This design comes from an exercise in tuning for small area, a short achievable clock period and few clock cycles per item on the open sky130 flow, not from production work. Where RTL was checked, it was by simulation tests only, not by an equivalence proof against the original.

## blue
==> flow/design.v (excerpt) <==
module MatrixMultiplier(
input   wire            CLK,
input   wire            NRST,  
input   wire            START,
input   wire    [7:0]   A,
input   wire    [7:0]   B,
output  wire    [16:0]  OUT,
output  wire            OUT_STROBE
);
==> module FSM, before the edit <==
module FSM(
    input  wire CLK,
    input  wire NRST,
    input  wire START,
    output reg  FIRST,    
    output reg  DONE,     
    output wire IDLE
);
assign IDLE = ~FIRST & ~DONE;
always @(posedge CLK or negedge NRST) begin
    if (!NRST) begin
        FIRST <= 1'b0;
        DONE  <= 1'b0;
    end else begin
        FIRST <= IDLE & START;
        DONE  <= DONE | FIRST;
    end
end
endmodule
==> module MatrixMultiplier, before the edit <==
module MatrixMultiplier(
input   wire            CLK,
input   wire            NRST,  
input   wire            START,
input   wire    [7:0]   A,
input   wire    [7:0]   B,
output  wire    [16:0]  OUT,
output  wire            OUT_STROBE
);
wire first, done, idle;
FSM U1(.CLK(CLK), .NRST(NRST), .START(START), .FIRST(first), .DONE(done), .IDLE(idle));
Accumulator U3(.CLK(CLK), .CLR(idle), .HOLD(done), .A(A), .B(B), .OUT(OUT));
assign OUT_STROBE = done;
endmodule
clock: 5.5 ns
lec_check: 0
cap_margin: 20
core_margin: 2
core_utilization: 60
setup_slack_margin: 2.0
slew_margin: 20
standard.sh (not shown) runs the stock make flow with config.mk's settings and CLKGATE_MAP_FILE= SYNTH_SCRIPT=/design/flow/synth_recipe.tcl, a recipe that flattens the netlist after the stock synthesis.
==> flow/flow/run.sh <==
#!/bin/bash
# Standard ORFS layout with two changes:
#  - after the standard synthesis, flow/fapol.py picks each full adder's polarity (a full
#    adder is self-dual) and swaps single-output gates for their complements, so that few
#    inverters remain between adders; registers are untouched;
#  - the port buffers are buf_1 (sized up by repair as needed) instead of the delay-cell
#    buffer that buffer_ports picks by default.
set -euo pipefail
R=orfs/results/sky130hd/MatrixMultiplier/base
bash standard.sh synth > standard_synth.log 2>&1
cp $R/1_2_yosys.v yosys_netlist_orig.v
python3 flow/fapol.py yosys_netlist_orig.v $R/1_2_yosys.v > fapol.log 2>&1
rm -f $R/1_synth.odb $R/1_synth.sdc
bash standard.sh synth > standard_synth2.log 2>&1
bash standard.sh "BUFFER_PORTS_ARGS=-buffer_cell sky130_fd_sc_hd__buf_1" finish > standard_finish.log 2>&1
Other scripts of this flow, unchanged in this note and not shown: flow/flow/fapol.py
Testbench counts of blue, summed over its fixed seeds: cycles 4,800, items 2,400.
The inputs of orange differ from those of blue as listed below.
==> flow/design.v, changed modules only <==
module FSM(
    input  wire CLK,
    input  wire NRST,
    input  wire START,
    output reg  RUN,      
    output reg  DONE,     
    output wire IDLE
);
assign IDLE = ~RUN;
always @(posedge CLK or negedge NRST) begin
    if (!NRST) begin
        RUN  <= 1'b0;
        DONE <= 1'b0;
    end else begin
        RUN  <= RUN | START;
        DONE <= RUN;
    end
end
endmodule
module MatrixMultiplier(
input   wire            CLK,
input   wire            NRST,  
input   wire            START,
input   wire    [7:0]   A,
input   wire    [7:0]   B,
output  wire    [16:0]  OUT,
output  wire            OUT_STROBE
);
wire run, done, idle;
FSM U1(.CLK(CLK), .NRST(NRST), .START(START), .RUN(run), .DONE(done), .IDLE(idle));
Accumulator U3(.CLK(CLK), .CLR(idle), .HOLD(done), .A(A), .B(B), .OUT(OUT));
assign OUT_STROBE = done;
endmodule
### Flow results
orange: all stages complete, timing, DRC and antenna checks passed. orange: die area lower than blue. Re hold slack: orange and blue aren't equal, and the lower value belongs to orange. Summary — total routing resource utilization after global routing, orange relative to blue: lower, by 2.2 points. On width of the die, orange tracks blue almost exactly. In the final reports, the cell area of orange is smaller than that of blue. blue → orange: clock skew level; final core utilization moved down; final setup slack of the worst path moved down; final cell count without fillers moved down.
For orange, only the layout was checked, not whether the RTL still works.

* * *

MatrixMultiplier, a different RTL version from the one above (not shown whole).
Size: roughly 290 cells after synthesis, roughly 37 I/O pins, about 0.0031 mm2 of cells after synthesis.
clock: 5.5 ns
lec_check: 0
cap_margin: 20
core_margin: 2
core_utilization: 60
setup_slack_margin: 2.0
slew_margin: 20
==> flow/flow/run.sh <==
#!/bin/bash
# Standard ORFS layout with these changes:
#  - flow/fapol.py then picks each full adder's polarity (a full adder is self-dual) and
#    swaps single-output gates for their complements, so that few inverters remain between
#    adders; registers and ports are untouched by both;
#  - the port buffers are buf_1 (sized up by repair as needed) instead of the delay-cell
#    buffer that buffer_ports picks by default.
set -euo pipefail
R=orfs/results/sky130hd/MatrixMultiplier/base
bash standard.sh synth > standard_synth.log 2>&1
cp $R/1_2_yosys.v yosys_netlist_orig.v
python3 flow/unfactor.py yosys_netlist_orig.v netlist_unfactor.v > unfactor.log 2>&1
python3 flow/fapol.py netlist_unfactor.v $R/1_2_yosys.v > fapol.log 2>&1
rm -f $R/1_synth.odb $R/1_synth.sdc
bash standard.sh synth > standard_synth2.log 2>&1
bash standard.sh "BUFFER_PORTS_ARGS=-buffer_cell sky130_fd_sc_hd__buf_1" finish > standard_finish.log 2>&1
Other scripts of this flow, unchanged in this note and not shown: flow/flow/fapol.py, flow/flow/unfactor.py
Next try:
--- a/flow/design.v
+++ b/flow/design.v
@@ -122,33 +122,33 @@
 wire pp_7_0 = ~(Ag[7] & B[0]);
 wire pp_7_1 = ~(Ag[7] & B[1]);
 wire pp_7_2 = ~(Ag[7] & B[2]);
 wire pp_7_3 = ~(Ag[7] & B[3]);
 wire pp_7_4 = ~(Ag[7] & B[4]);
 wire pp_7_5 = ~(Ag[7] & B[5]);
 wire pp_7_6 = ~(Ag[7] & B[6]);
 wire pp_7_7 = (Ag[7] & B[7]);
-wire sg_0 = OUTv[0];
-wire sg_1 = OUTv[1];
-wire sg_2 = OUTv[2];
-wire sg_3 = OUTv[3];
-wire sg_4 = OUTv[4];
-wire sg_5 = OUTv[5];
-wire sg_6 = OUTv[6];
-wire sg_7 = OUTv[7];
-wire sg_8 = OUTv[8];
-wire sg_9 = OUTv[9];
-wire sg_10 = OUTv[10];
-wire sg_11 = OUTv[11];
-wire sg_12 = OUTv[12];
-wire sg_13 = OUTv[13];
-wire sg_14 = OUTv[14];
-wire sg_15 = OUTv[15];
-wire sg_16 = OUTv[16];
+wire sg_0 = OUTv[0] & ~CLR;
+wire sg_1 = OUTv[1] & ~CLR;
+wire sg_2 = OUTv[2] & ~CLR;
+wire sg_3 = OUTv[3] & ~CLR;
+wire sg_4 = OUTv[4] & ~CLR;
+wire sg_5 = OUTv[5] & ~CLR;
+wire sg_6 = OUTv[6] & ~CLR;
+wire sg_7 = OUTv[7] & ~CLR;
+wire sg_8 = OUTv[8] & ~CLR;
+wire sg_9 = OUTv[9] & ~CLR;
+wire sg_10 = OUTv[10] & ~CLR;
+wire sg_11 = OUTv[11] & ~CLR;
+wire sg_12 = OUTv[12] & ~CLR;
+wire sg_13 = OUTv[13] & ~CLR;
+wire sg_14 = OUTv[14] & ~CLR;
+wire sg_15 = OUTv[15] & ~CLR;
+wire sg_16 = OUTv[16] & ~CLR;
 wire s1 = sg_1 ^ pp_0_1 ^ pp_1_0;
 wire c2 = (sg_1 & pp_0_1) | (sg_1 & pp_1_0) | (pp_0_1 & pp_1_0);
 wire s3 = sg_2 ^ pp_0_2 ^ pp_1_1;
 wire c4 = (sg_2 & pp_0_2) | (sg_2 & pp_1_1) | (pp_0_2 & pp_1_1);
 wire s5 = pp_2_0 ^ c2 ^ s3;
 wire c6 = (pp_2_0 & c2) | (pp_2_0 & s3) | (c2 & s3);
 wire s7 = sg_3 ^ pp_0_3 ^ pp_1_2;
 wire c8 = (sg_3 & pp_0_3) | (sg_3 & pp_1_2) | (pp_0_3 & pp_1_2);
@@ -288,17 +288,17 @@
     st_14_0 <= s111;
     st_14_1 <= c110;
     st_15_0 <= s113;
     st_16_0 <= s115;
 end
 wire [16:0] r0 = {st_16_0, st_15_0, st_14_0, st_13_0, st_12_0, st_11_0, st_10_0, st_9_0, st_8_0, st_7_0, st_6_0, st_5_0, st_4_0, st_3_0, st_2_0, st_1_0, st_0_0};
 wire [16:0] r1 = {1'b0, 1'b0, st_14_1, st_13_1, st_12_1, st_11_1, st_10_1, st_9_1, st_8_1, st_7_1, st_6_1, st_5_1, 1'b0, 1'b0, 1'b0, 1'b0, st_0_1};
 wire [16:0] r2 = {1'b0, 1'b0, 1'b0, 1'b0, 1'b0, 1'b0, 1'b0, 1'b0, 1'b0, 1'b0, 1'b0, 1'b0, 1'b0, 1'b0, 1'b0, 1'b0, 1'b0};
-assign OUTv = (r0 & {17{~CLR}}) + (r1 & {17{~CLR}});
+assign OUTv = r0 + r1;
 assign OUT = OUTv;
 endmodule
 module MatrixMultiplier(
 input   wire            CLK,
 input   wire            NRST,  
 input   wire            START,
 input   wire    [7:0]   A,
 input   wire    [7:0]   B,
Result:
- non-clock buffer count decreases by 14
- final cell count goes down by roughly a tenth
- hold slack hardly moves
- synthesized area fell by a few percent
- clock skew barely changes
- first-iteration DRC count shrinks by a few percent
- sequential share of layout area grows by 2.4 points
Testbench counts after the change, summed over its fixed seeds: cycles 4,800, items 2,400.
Function not checked in the first run of this note: the RTL went through the layout flow alone.

==> static timing again, ports no longer ideal <==
In the flow no input, the clock included, has a driving cell. The finished layouts below were timed again as built, in two steps. Step 1: set_driving_cell puts a clkbuf_16 on CLK and a buf_2 on each other input, an assumption about the parent block. Step 2 adds t to the input delays and takes it off the output delays; t is the mean of the earliest and latest rising clock arrival at the registers after step 1. Input paths then give back, and output paths get back, about the clock's delay inside the block. Slacks: no drivers / after step 1 / after step 2; pairs: no drivers / after step 1.
run	t, ns	slack for setup (ns)	worst hold slack (ns)	worst setup path after step 2	slew at the worst register clock pin (ns)
blue	0.319	2.030 / 2.033 / 1.715	0.587 / 0.577 / 0.632	input to register	0.11 / 0.11
orange	0.313	2.005 / 2.015 / 1.702	0.569 / 0.562 / 0.612	input to register	0.11 / 0.11
the first run of note 2	0.309	1.664 / 1.639 / 1.722	0.584 / 0.581 / 0.603	register to register	0.07 / 0.07
the second run of note 2	0.308	2.045 / 2.045 / 1.783	0.587 / 0.590 / 0.620	input to register	0.07 / 0.07
After both steps every run listed still meets setup and hold. The setup slack of blue, which loses most, moves by +0.003 ns with the drivers and by -0.315 ns with both steps.
